From an optimization exercise on the open Yosys and OpenROAD flow, aimed at small area and a short achievable clock period; shortcuts taken in it are not production practice. At most, simulation tests tie the RTL to the original design; equivalence was not proved. Power figures rest on the tool's default switching activity, not on a simulated workload.

==> job 204 <==
Design router_extended, start of the top module:
module router_extended (
  input  wire        clk,
  input  wire        rst,
  input  wire        start,
  input  wire [2:0]  cond_sel,
  input  wire [3:0]  opcode,
  input  wire [15:0] op_a,
  input  wire [15:0] op_b,
  output reg         busy,
  output reg         done,
  output reg  [31:0] result
);
  wire f_bin = (opcode <= 4'd2);
  wire f_dec = (opcode >= 4'd3)   && (opcode <= 4'd5);
  wire f_duo = (opcode >= 4'd6) && (opcode <= 4'd8);
  reg [3:0] lat1;
  always @(*) begin
    case (cond_sel)
      3'd0:    lat1 = f_bin ? 4'd2 : f_dec ? 4'd9 : 4'd7;
      3'd1:    lat1 = f_dec ? 4'd2 : 4'd7;
      3'd2:    lat1 = f_duo ? 4'd2 : f_bin ? 4'd7 : 4'd9;
      3'd4:    lat1 = (f_bin | f_dec) ? 4'd2 : 4'd7;
      default: lat1 = (f_bin | f_dec | f_duo) ? 4'd2 : 4'd9;
    endcase
  end
  reg  [3:0] cnt;
  wire       last = (cnt == 4'd0);
  always @(posedge clk) begin
    if (rst) begin
      busy <= 1'b0;
      done <= 1'b0;
      cnt  <= 4'd0;
    end else begin
      done <= busy & last;
      if (!busy) begin
        busy <= start;
        if (start) cnt <= lat1;
      end else if (last) begin
        busy <= 1'b0;
      end else begin
        cnt <= cnt - 4'd1;
      end
    end
  end
  wire is_add = (opcode == 4'd0) || (opcode == 4'd3) || (opcode == 4'd6);
  wire is_sub = (opcode == 4'd1) || (opcode == 4'd4) || (opcode == 4'd7);
  wire [16:0] h_init = is_add ? {1'b0, op_b} : is_sub ? {1'b1, ~op_b} : 17'd0;
  wire [15:0] m_init = (opcode == 4'd2)   ? op_b  :
                       (opcode == 4'd5) ? 16'd10 :
                       (opcode == 4'd8)  ? 16'd3  :
                       (is_add | is_sub)         ? 16'd1  : 16'd0;
  reg  [15:0] a_r;      
  reg  [17:0] a3_r;     
  reg  [16:0] h;        
  reg  [15:0] lb;       
  reg         ci;       
  wire        load = !busy | (cnt == 4'd3);
  wire [5:0]  c  = {lb[5:4] & {2{~last}}, lb[3:0]};
  wire        hs = h[16];
  wire [17:0] r0, r1, r2;
  assign r0 = row(c[1:0], a_r, a3_r) | {hs, 17'd0};
  assign r1 = row(c[3:2], a_r, a3_r) | {hs, hs, 16'd0};
  assign r2 = row(c[5:4], a_r, a3_r) | {hs, hs, 16'd0};
  function [17:0] row(input [1:0] d, input [15:0] a, input [17:0] a3);
    row = ({18{~d[1] &  d[0]}} & {2'b0, a}) |
  ...
==> module router_extended, before the edit <==
module router_extended (
  input  wire        clk,
  input  wire        rst,
  input  wire        start,
  input  wire [2:0]  cond_sel,
  input  wire [3:0]  opcode,
  input  wire [15:0] op_a,
  input  wire [15:0] op_b,
  output reg         busy,
  output reg         done,
  output reg  [31:0] result
);
  wire f_bin = (opcode <= 4'd2);
  wire f_dec = (opcode >= 4'd3)   && (opcode <= 4'd5);
  wire f_duo = (opcode >= 4'd6) && (opcode <= 4'd8);
  reg [3:0] lat1;
  always @(*) begin
    case (cond_sel)
      3'd0:    lat1 = f_bin ? 4'd2 : f_dec ? 4'd9 : 4'd7;
      3'd1:    lat1 = f_dec ? 4'd2 : 4'd7;
      3'd2:    lat1 = f_duo ? 4'd2 : f_bin ? 4'd7 : 4'd9;
      3'd4:    lat1 = (f_bin | f_dec) ? 4'd2 : 4'd7;
      default: lat1 = (f_bin | f_dec | f_duo) ? 4'd2 : 4'd9;
    endcase
  end
  reg  [3:0] cnt;
  wire       last = (cnt == 4'd0);
  always @(posedge clk) begin
    if (rst) begin
      busy <= 1'b0;
      done <= 1'b0;
      cnt  <= 4'd0;
    end else begin
      done <= busy & last;
      if (!busy) begin
        busy <= start;
        if (start) cnt <= lat1;
      end else if (last) begin
        busy <= 1'b0;
      end else begin
        cnt <= cnt - 4'd1;
      end
    end
  end
  wire is_add = (opcode == 4'd0) || (opcode == 4'd3) || (opcode == 4'd6);
  wire is_sub = (opcode == 4'd1) || (opcode == 4'd4) || (opcode == 4'd7);
  wire [16:0] h_init = is_add ? {1'b0, op_b} : is_sub ? {1'b1, ~op_b} : 17'd0;
  wire [15:0] m_init = (opcode == 4'd2)   ? op_b  :
                       (opcode == 4'd5) ? 16'd10 :
                       (opcode == 4'd8)  ? 16'd3  :
                       (is_add | is_sub)         ? 16'd1  : 16'd0;
  reg  [15:0] a_r;      
  reg  [17:0] a3_r;     
  reg  [16:0] h;        
  reg  [15:0] lb;       
  reg         ci;       
  wire        load = !busy | (cnt == 4'd3);
  wire [5:0]  c  = {lb[5:4] & {2{~last}}, lb[3:0]};
  wire        hs = h[16];
  wire [17:0] r0, r1, r2;
  assign r0 = row(c[1:0], a_r, a3_r) | {hs, 17'd0};
  assign r1 = row(c[3:2], a_r, a3_r) | {hs, hs, 16'd0};
  assign r2 = row(c[5:4], a_r, a3_r) | {hs, hs, 16'd0};
  function [17:0] row(input [1:0] d, input [15:0] a, input [17:0] a3);
    row = ({18{~d[1] &  d[0]}} & {2'b0, a}) |
          ({18{ d[1] & ~d[0]}} & {1'b0, a, 1'b0}) |
          ({18{ d[1] &  d[0]}} & a3);
  endfunction
  wire [22:0] s;
  step_dp u_dp (.h(h), .r0(r0), .r1(r1), .r2(r2), .ci(ci), .s(s));
  always @(posedge clk) begin
    a_r  <= op_a;
    a3_r <= {2'b0, op_a} + {1'b0, op_a, 1'b0};
    if (load) begin
      h  <= h_init;
      lb <= m_init;
      ci <= is_sub;
    end else begin
      h  <= s[22:6];
      lb <= {s[5:0], lb[15:6]};
      ci <= 1'b0;
    end
  end
  always @(posedge clk) begin
    if (rst)
      result <= 32'd0;
    else if (busy & last)
      result <= {s[19:0], lb[15:4]};
  end
endmodule
make LEC_CHECK=0 ABC_CLOCK_PERIOD_IN_PS=1500 CAP_MARGIN=20 CORE_MARGIN=2 CORE_UTILIZATION=60 SETUP_SLACK_MARGIN=5 SLEW_MARGIN=20 finish   # period 10.0 ns
run.sh (not shown) runs the stock make flow with config.mk's settings and CLKGATE_MAP_FILE= SYNTH_SCRIPT=/design/flow/synth_recipe.tcl, a recipe that flattens the netlist after the stock synthesis.
==> inputs of job 7201, as changes to job 204 <==
--- a/flow/design.v
+++ b/flow/design.v
@@ -287,2 +287,31 @@
 `timescale 1ns/1ps
+module ks_add #(
+  parameter W = 18
+)(
+  input  wire [W-1:0] x,
+  input  wire [W-1:0] y,
+  output wire [W-1:0] s
+);
+  localparam N = $clog2(W);
+  wire [W-1:0] g [0:N];
+  wire [W-1:0] p [0:N];
+  assign g[0] = x & y;
+  assign p[0] = x ^ y;
+  genvar l, i;
+  generate
+    for (l = 0; l < N; l = l + 1) begin : lvl
+      for (i = 0; i < W; i = i + 1) begin : bit_
+        if (i >= (1 << l)) begin : comb
+          assign g[l+1][i] = g[l][i] | (p[l][i] & g[l][i-(1<<l)]);
+          assign p[l+1][i] = p[l][i] & p[l][i-(1<<l)];
+        end else begin : pass
+          assign g[l+1][i] = g[l][i];
+          assign p[l+1][i] = p[l][i];
+        end
+      end
+    end
+  endgenerate
+  assign s = p[0] ^ {g[N][W-2:0], 1'b0};
+endmodule
+`timescale 1ns/1ps
 module router_extended (
@@ -302,17 +331,23 @@
   wire f_duo = (opcode >= 4'd6) && (opcode <= 4'd8);
-  reg [3:0] lat1;
+  reg [1:0] cls_in;
   always @(*) begin
     case (cond_sel)
-      3'd0:    lat1 = f_bin ? 4'd2 : f_dec ? 4'd9 : 4'd7;
-      3'd1:    lat1 = f_dec ? 4'd2 : 4'd7;
-      3'd2:    lat1 = f_duo ? 4'd2 : f_bin ? 4'd7 : 4'd9;
-      3'd4:    lat1 = (f_bin | f_dec) ? 4'd2 : 4'd7;
-      default: lat1 = (f_bin | f_dec | f_duo) ? 4'd2 : 4'd9;
+      3'd0:    cls_in = f_bin ? 2'd0 : f_dec ? 2'd2 : 2'd1;
+      3'd1:    cls_in = f_dec ? 2'd0 : 2'd1;
+      3'd2:    cls_in = f_duo ? 2'd0 : f_bin ? 2'd1 : 2'd2;
+      3'd4:    cls_in = (f_bin | f_dec) ? 2'd0 : 2'd1;
+      default: cls_in = (f_bin | f_dec | f_duo) ? 2'd0 : 2'd2;
     endcase
   end
+  reg  [1:0] cls;
   reg  [3:0] cnt;
-  wire       last = (cnt == 4'd0);
+  reg        idle;
+  wire       last  = (cls == 2'd0) ? (cnt == 4'd2) :
+                     (cls == 2'd1) ? (cnt == 4'd7) : (cnt == 4'd9);
+  wire       load  = idle | ((cls == 2'd1) ? (cnt == 4'd4) : (cnt == 4'd6));
   always @(posedge clk) begin
+    cls <= cls_in;
     if (rst) begin
       busy <= 1'b0;
+      idle <= 1'b1;
       done <= 1'b0;
@@ -320,10 +355,12 @@
     end else begin
-      done <= busy & last;
-      if (!busy) begin
+      done <= ~idle & last;
+      if (idle) begin
         busy <= start;
-        if (start) cnt <= lat1;
+        idle <= ~start;
+        cnt  <= 4'd0;
       end else if (last) begin
         busy <= 1'b0;
+        idle <= 1'b1;
       end else begin
-        cnt <= cnt - 4'd1;
+        cnt <= cnt + 4'd1;
       end
@@ -338,2 +375,12 @@
                        (is_add | is_sub)         ? 16'd1  : 16'd0;
+  function [8:0] dec(input [5:0] c);
+    integer i;
+    for (i = 0; i < 3; i = i + 1)
+      dec[3*i +: 3] = {c[2*i+1] & c[2*i], c[2*i+1] & ~c[2*i], ~c[2*i+1] & c[2*i]};
+  endfunction
+  function [17:0] row(input [2:0] sel, input [15:0] a, input [17:0] a3);
+    row = ({18{sel[0]}} & {2'b0, a}) |
+          ({18{sel[1]}} & {1'b0, a, 1'b0}) |
+          ({18{sel[2]}} & a3);
+  endfunction
   reg  [15:0] a_r;      
@@ -341,16 +388,11 @@
   reg  [16:0] h;        
-  reg  [15:0] lb;       
+  reg  [8:0]  sel;      
+  reg  [11:0] lb;       
   reg         ci;       
-  wire        load = !busy | (cnt == 4'd3);
-  wire [5:0]  c  = {lb[5:4] & {2{~last}}, lb[3:0]};
   wire        hs = h[16];
-  wire [17:0] r0, r1, r2;
-  assign r0 = row(c[1:0], a_r, a3_r) | {hs, 17'd0};
-  assign r1 = row(c[3:2], a_r, a3_r) | {hs, hs, 16'd0};
-  assign r2 = row(c[5:4], a_r, a3_r) | {hs, hs, 16'd0};
-  function [17:0] row(input [1:0] d, input [15:0] a, input [17:0] a3);
-    row = ({18{~d[1] &  d[0]}} & {2'b0, a}) |
-          ({18{ d[1] & ~d[0]}} & {1'b0, a, 1'b0}) |
-          ({18{ d[1] &  d[0]}} & a3);
-  endfunction
+  wire [17:0] r0 = row(sel[2:0], a_r, a3_r) | {hs, 17'd0};
+  wire [17:0] r1 = row(sel[5:3], a_r, a3_r) | {hs, hs, 16'd0};
+  wire [17:0] r2 = row(sel[8:6], a_r, a3_r) | {hs, hs, 16'd0};
+  wire [17:0] a3;
+  ks_add #(.W(18)) u_a3 (.x({2'b0, op_a}), .y({1'b0, op_a, 1'b0}), .s(a3));
   wire [22:0] s;
@@ -359,11 +401,13 @@
     a_r  <= op_a;
-    a3_r <= {2'b0, op_a} + {1'b0, op_a, 1'b0};
+    a3_r <= a3;
     if (load) begin
-      h  <= h_init;
-      lb <= m_init;
-      ci <= is_sub;
+      h   <= h_init;
+      sel <= dec(m_init[5:0]);
+      lb  <= {2'b00, m_init[15:6]};
+      ci  <= is_sub;
     end else begin
-      h  <= s[22:6];
-      lb <= {s[5:0], lb[15:6]};
-      ci <= 1'b0;
+      h   <= s[22:6];
+      sel <= dec(lb[5:0]);
+      lb  <= {s[5:0], lb[11:6]};
+      ci  <= 1'b0;
     end
@@ -373,4 +417,4 @@
       result <= 32'd0;
-    else if (busy & last)
-      result <= {s[19:0], lb[15:4]};
+    else if (~idle & last)
+      result <= {s[19:0], lb};
   end
==> flow/flow/run.sh (new file) <==
#!/bin/bash
# The standard layout, with buf_4 cells as the port buffers and timing
# repair aimed past the 10 ns constraint.
set -euo pipefail
bash standard.sh SETUP_SLACK_MARGIN=6 "BUFFER_PORTS_ARGS=-buffer_cell sky130_fd_sc_hd__buf_4" finish > standard.log 2>&1
==> flow/standard.sh (new file) <==
#!/bin/bash
# synth_recipe.tcl (not shown) runs the flow's synth.tcl, then flattens the netlist and writes it again
# the make line also repeats each setting of config.mk as NAME=value (left out here)
make -C /OpenROAD-flow-scripts/flow DESIGN_CONFIG=/design/flow/config.mk WORK_HOME=/design/flow/orfs CLKGATE_MAP_FILE= SYNTH_SCRIPT=/design/flow/synth_recipe.tcl "${@:-finish}"
- ABC_CLOCK_PERIOD_IN_PS: 1500 -> 1000
- CORE_UTILIZATION: 60 -> 40
- SETUP_SLACK_MARGIN: 5 -> default
removed: flow/run.sh
==> inputs of job 8921, as changes to job 204 <==
- ABC_CLOCK_PERIOD_IN_PS: 1500 -> 3000
- CORE_UTILIZATION: 60 -> 40
==> inputs of job 5006, as changes to job 204 <==
--- a/flow/design.v
+++ b/flow/design.v
@@ -287,2 +287,31 @@
 `timescale 1ns/1ps
+module ks_add #(
+  parameter W = 18
+)(
+  input  wire [W-1:0] x,
+  input  wire [W-1:0] y,
+  output wire [W-1:0] s
+);
+  localparam N = (W > 16) ? 5 : (W > 8) ? 4 : (W > 4) ? 3 : (W > 2) ? 2 : 1;
+  wire [W-1:0] g [0:N];
+  wire [W-1:0] p [0:N];
+  assign g[0] = x & y;
+  assign p[0] = x ^ y;
+  genvar l, i;
+  generate
+    for (l = 0; l < N; l = l + 1) begin : lvl
+      for (i = 0; i < W; i = i + 1) begin : bit_
+        if (i >= (1 << l)) begin : comb
+          assign g[l+1][i] = g[l][i] | (p[l][i] & g[l][i-(1<<l)]);
+          assign p[l+1][i] = p[l][i] & p[l][i-(1<<l)];
+        end else begin : pass
+          assign g[l+1][i] = g[l][i];
+          assign p[l+1][i] = p[l][i];
+        end
+      end
+    end
+  endgenerate
+  assign s = p[0] ^ {g[N][W-2:0], 1'b0};
+endmodule
+`timescale 1ns/1ps
 module router_extended (
@@ -302,17 +331,23 @@
   wire f_duo = (opcode >= 4'd6) && (opcode <= 4'd8);
-  reg [3:0] lat1;
+  reg [1:0] cls_in;
   always @(*) begin
     case (cond_sel)
-      3'd0:    lat1 = f_bin ? 4'd2 : f_dec ? 4'd9 : 4'd7;
-      3'd1:    lat1 = f_dec ? 4'd2 : 4'd7;
-      3'd2:    lat1 = f_duo ? 4'd2 : f_bin ? 4'd7 : 4'd9;
-      3'd4:    lat1 = (f_bin | f_dec) ? 4'd2 : 4'd7;
-      default: lat1 = (f_bin | f_dec | f_duo) ? 4'd2 : 4'd9;
+      3'd0:    cls_in = f_bin ? 2'd0 : f_dec ? 2'd2 : 2'd1;
+      3'd1:    cls_in = f_dec ? 2'd0 : 2'd1;
+      3'd2:    cls_in = f_duo ? 2'd0 : f_bin ? 2'd1 : 2'd2;
+      3'd4:    cls_in = (f_bin | f_dec) ? 2'd0 : 2'd1;
+      default: cls_in = (f_bin | f_dec | f_duo) ? 2'd0 : 2'd2;
     endcase
   end
+  reg  [1:0] cls;
   reg  [3:0] cnt;
-  wire       last = (cnt == 4'd0);
+  reg        idle;
+  wire       last  = (cls == 2'd0) ? (cnt == 4'd2) :
+                     (cls == 2'd1) ? (cnt == 4'd7) : (cnt == 4'd9);
+  wire       load  = idle | ((cls == 2'd1) ? (cnt == 4'd4) : (cnt == 4'd6));
   always @(posedge clk) begin
+    cls <= cls_in;
     if (rst) begin
       busy <= 1'b0;
+      idle <= 1'b1;
       done <= 1'b0;
@@ -320,10 +355,12 @@
     end else begin
-      done <= busy & last;
-      if (!busy) begin
+      done <= ~idle & last;
+      if (idle) begin
         busy <= start;
-        if (start) cnt <= lat1;
+        idle <= ~start;
+        cnt  <= 4'd0;
       end else if (last) begin
         busy <= 1'b0;
+        idle <= 1'b1;
       end else begin
-        cnt <= cnt - 4'd1;
+        cnt <= cnt + 4'd1;
       end
@@ -338,2 +375,12 @@
                        (is_add | is_sub)         ? 16'd1  : 16'd0;
+  function [8:0] dec(input [5:0] c);
+    integer i;
+    for (i = 0; i < 3; i = i + 1)
+      dec[3*i +: 3] = {c[2*i+1] & c[2*i], c[2*i+1] & ~c[2*i], ~c[2*i+1] & c[2*i]};
+  endfunction
+  function [17:0] row(input [2:0] sel, input [15:0] a, input [17:0] a3);
+    row = ({18{sel[0]}} & {2'b0, a}) |
+          ({18{sel[1]}} & {1'b0, a, 1'b0}) |
+          ({18{sel[2]}} & a3);
+  endfunction
   reg  [15:0] a_r;      
@@ -341,16 +388,11 @@
   reg  [16:0] h;        
-  reg  [15:0] lb;       
+  reg  [8:0]  sel;      
+  reg  [11:0] lb;       
   reg         ci;       
-  wire        load = !busy | (cnt == 4'd3);
-  wire [5:0]  c  = {lb[5:4] & {2{~last}}, lb[3:0]};
   wire        hs = h[16];
-  wire [17:0] r0, r1, r2;
-  assign r0 = row(c[1:0], a_r, a3_r) | {hs, 17'd0};
-  assign r1 = row(c[3:2], a_r, a3_r) | {hs, hs, 16'd0};
-  assign r2 = row(c[5:4], a_r, a3_r) | {hs, hs, 16'd0};
-  function [17:0] row(input [1:0] d, input [15:0] a, input [17:0] a3);
-    row = ({18{~d[1] &  d[0]}} & {2'b0, a}) |
-          ({18{ d[1] & ~d[0]}} & {1'b0, a, 1'b0}) |
-          ({18{ d[1] &  d[0]}} & a3);
-  endfunction
+  wire [17:0] r0 = row(sel[2:0], a_r, a3_r) | {hs, 17'd0};
+  wire [17:0] r1 = row(sel[5:3], a_r, a3_r) | {hs, hs, 16'd0};
+  wire [17:0] r2 = row(sel[8:6], a_r, a3_r) | {hs, hs, 16'd0};
+  wire [17:0] a3;
+  ks_add #(.W(18)) u_a3 (.x({2'b0, op_a}), .y({1'b0, op_a, 1'b0}), .s(a3));
   wire [22:0] s;
@@ -359,11 +401,13 @@
     a_r  <= op_a;
-    a3_r <= {2'b0, op_a} + {1'b0, op_a, 1'b0};
+    a3_r <= a3;
     if (load) begin
-      h  <= h_init;
-      lb <= m_init;
-      ci <= is_sub;
+      h   <= h_init;
+      sel <= dec(m_init[5:0]);
+      lb  <= {2'b00, m_init[15:6]};
+      ci  <= is_sub;
     end else begin
-      h  <= s[22:6];
-      lb <= {s[5:0], lb[15:6]};
-      ci <= 1'b0;
+      h   <= s[22:6];
+      sel <= dec(lb[5:0]);
+      lb  <= {s[5:0], lb[11:6]};
+      ci  <= 1'b0;
     end
@@ -373,4 +417,4 @@
       result <= 32'd0;
-    else if (busy & last)
-      result <= {s[19:0], lb[15:4]};
+    else if (~idle & last)
+      result <= {s[19:0], lb};
   end
==> flow/flow/run.sh (new file) <==
#!/bin/bash
# The standard layout, with buf_2 cells as the port buffers and timing
# repair aimed past the 10 ns constraint.
set -euo pipefail
bash standard.sh SETUP_SLACK_MARGIN=6 "BUFFER_PORTS_ARGS=-buffer_cell sky130_fd_sc_hd__buf_2" finish > standard.log 2>&1
==> flow/standard.sh (new file) <==
#!/bin/bash
# synth_recipe.tcl (not shown) runs the flow's synth.tcl, then flattens the netlist and writes it again
# the make line also repeats each setting of config.mk as NAME=value (left out here)
make -C /OpenROAD-flow-scripts/flow DESIGN_CONFIG=/design/flow/config.mk WORK_HOME=/design/flow/orfs CLKGATE_MAP_FILE= SYNTH_SCRIPT=/design/flow/synth_recipe.tcl "${@:-finish}"
- ABC_CLOCK_PERIOD_IN_PS: 1500 -> 1000
- CORE_UTILIZATION: 60 -> 40
- CTS_BUF_LIST: default -> sky130_fd_sc_hd__clkbuf_4 sky130_fd_sc_hd__clkbuf_8
- SETUP_SLACK_MARGIN: 5 -> default
removed: flow/run.sh
==> flow_metrics.tcl <==
set metrics [dict create \
    status "timing/DRC/antenna clean" \
    crit_arrival_ns 4.12 \
    fin_crit_sh_pct 38.36 \
    p_switching_uw 531.5 \
    mostFrequentLayoutCells "dfxtp_1 (107), nand2_1 (95), buf_2 (75)" \
    power-top-group "registers" \
    synthXorXnorAreaFrac_pct 4.128 \
]
[end of results for job 5006]
==> flow_metrics.tcl <==
set metrics [dict create \
    p_switching_uw 690.9 \
    fin_crit_sh_pct 46.31 \
    reg2reg_from "lb[1]" \
    crit_family "compound AO/OA/AOI/OAI gates" \
    crit_arrival_ns 4.92 \
    power-top-group "combinational cells" \
    fp.dieW_microns 116.6 \
    status "timing/DRC/antenna clean" \
]
[end of results for job 204]
==> flow_metrics.tcl <==
set metrics [dict create \
    status "timing/DRC/antenna clean" \
    power-top-group "combinational cells" \
    crit_arrival_ns 4.97 \
    fin_crit_sh_pct 46.63 \
    mostFrequentLayoutCells "dfxtp_1 (103), nand2_1 (75), clkdlybuf4s50_1 (74)" \
    synthXorXnorAreaFrac_pct 2.761 \
    p_switching_uw 710.3 \
]
[end of results for job 8921]
==> flow_metrics.tcl <==
set metrics [dict create \
    status "timing/DRC/antenna clean" \
    crit_arrival_ns 4.18 \
    p_switching_uw 552.7 \
    power-top-group "clock" \
    synthXorXnorAreaFrac_pct 4.128 \
    cp_num_cells 12 \
    mostFrequentLayoutCells "dfxtp_1 (107), nand2_1 (95), buf_4 (82)" \
    buf_share_pct 7.401 \
]
[end of results for job 7201]
Only the layout flow was run in job 204, job 7201 and job 8921; the RTL was not checked for function there.

-- re-timing with driven ports --
Ports are ideal in the flow. The routed layouts listed here were re-timed in OpenROAD.
Step 1, drivers: a clkbuf_16 drives clk and a buf_2 each remaining input, both assumed.
Step 2 adds t to the input delays and takes it off the output delays; t is the mean of the earliest and latest rising clock arrival at the registers after step 1. Input paths then give back, and output paths get back, about the clock's delay inside the block.
Three values: no drivers, after step 1, after step 2; two values: the first two.
run | shift t [ns] | setup WS [ns] | hold WS [ns] | slew at the worst register clock pin (ns)
job 204 | 0.401 | 5.369 / 5.369 / 5.212 | 0.456 / 0.456 / 0.456 | 0.08 / 0.08
job 7201 | 0.459 | 6.101 / 6.101 / 5.873 | 0.438 / 0.438 / 0.438 | 0.06 / 0.06
job 8921 | 0.406 | 5.337 / 5.337 / 5.251 | 0.457 / 0.457 / 0.457 | 0.08 / 0.08
job 5006 | 0.473 | 6.164 / 6.164 / 5.880 | 0.441 / 0.441 / 0.441 | 0.08 / 0.08
After both steps setup and hold are still met in every run listed. The setup slack of job 5006, which loses most, moves by 0.000 ns with the drivers and by -0.284 ns with both steps.
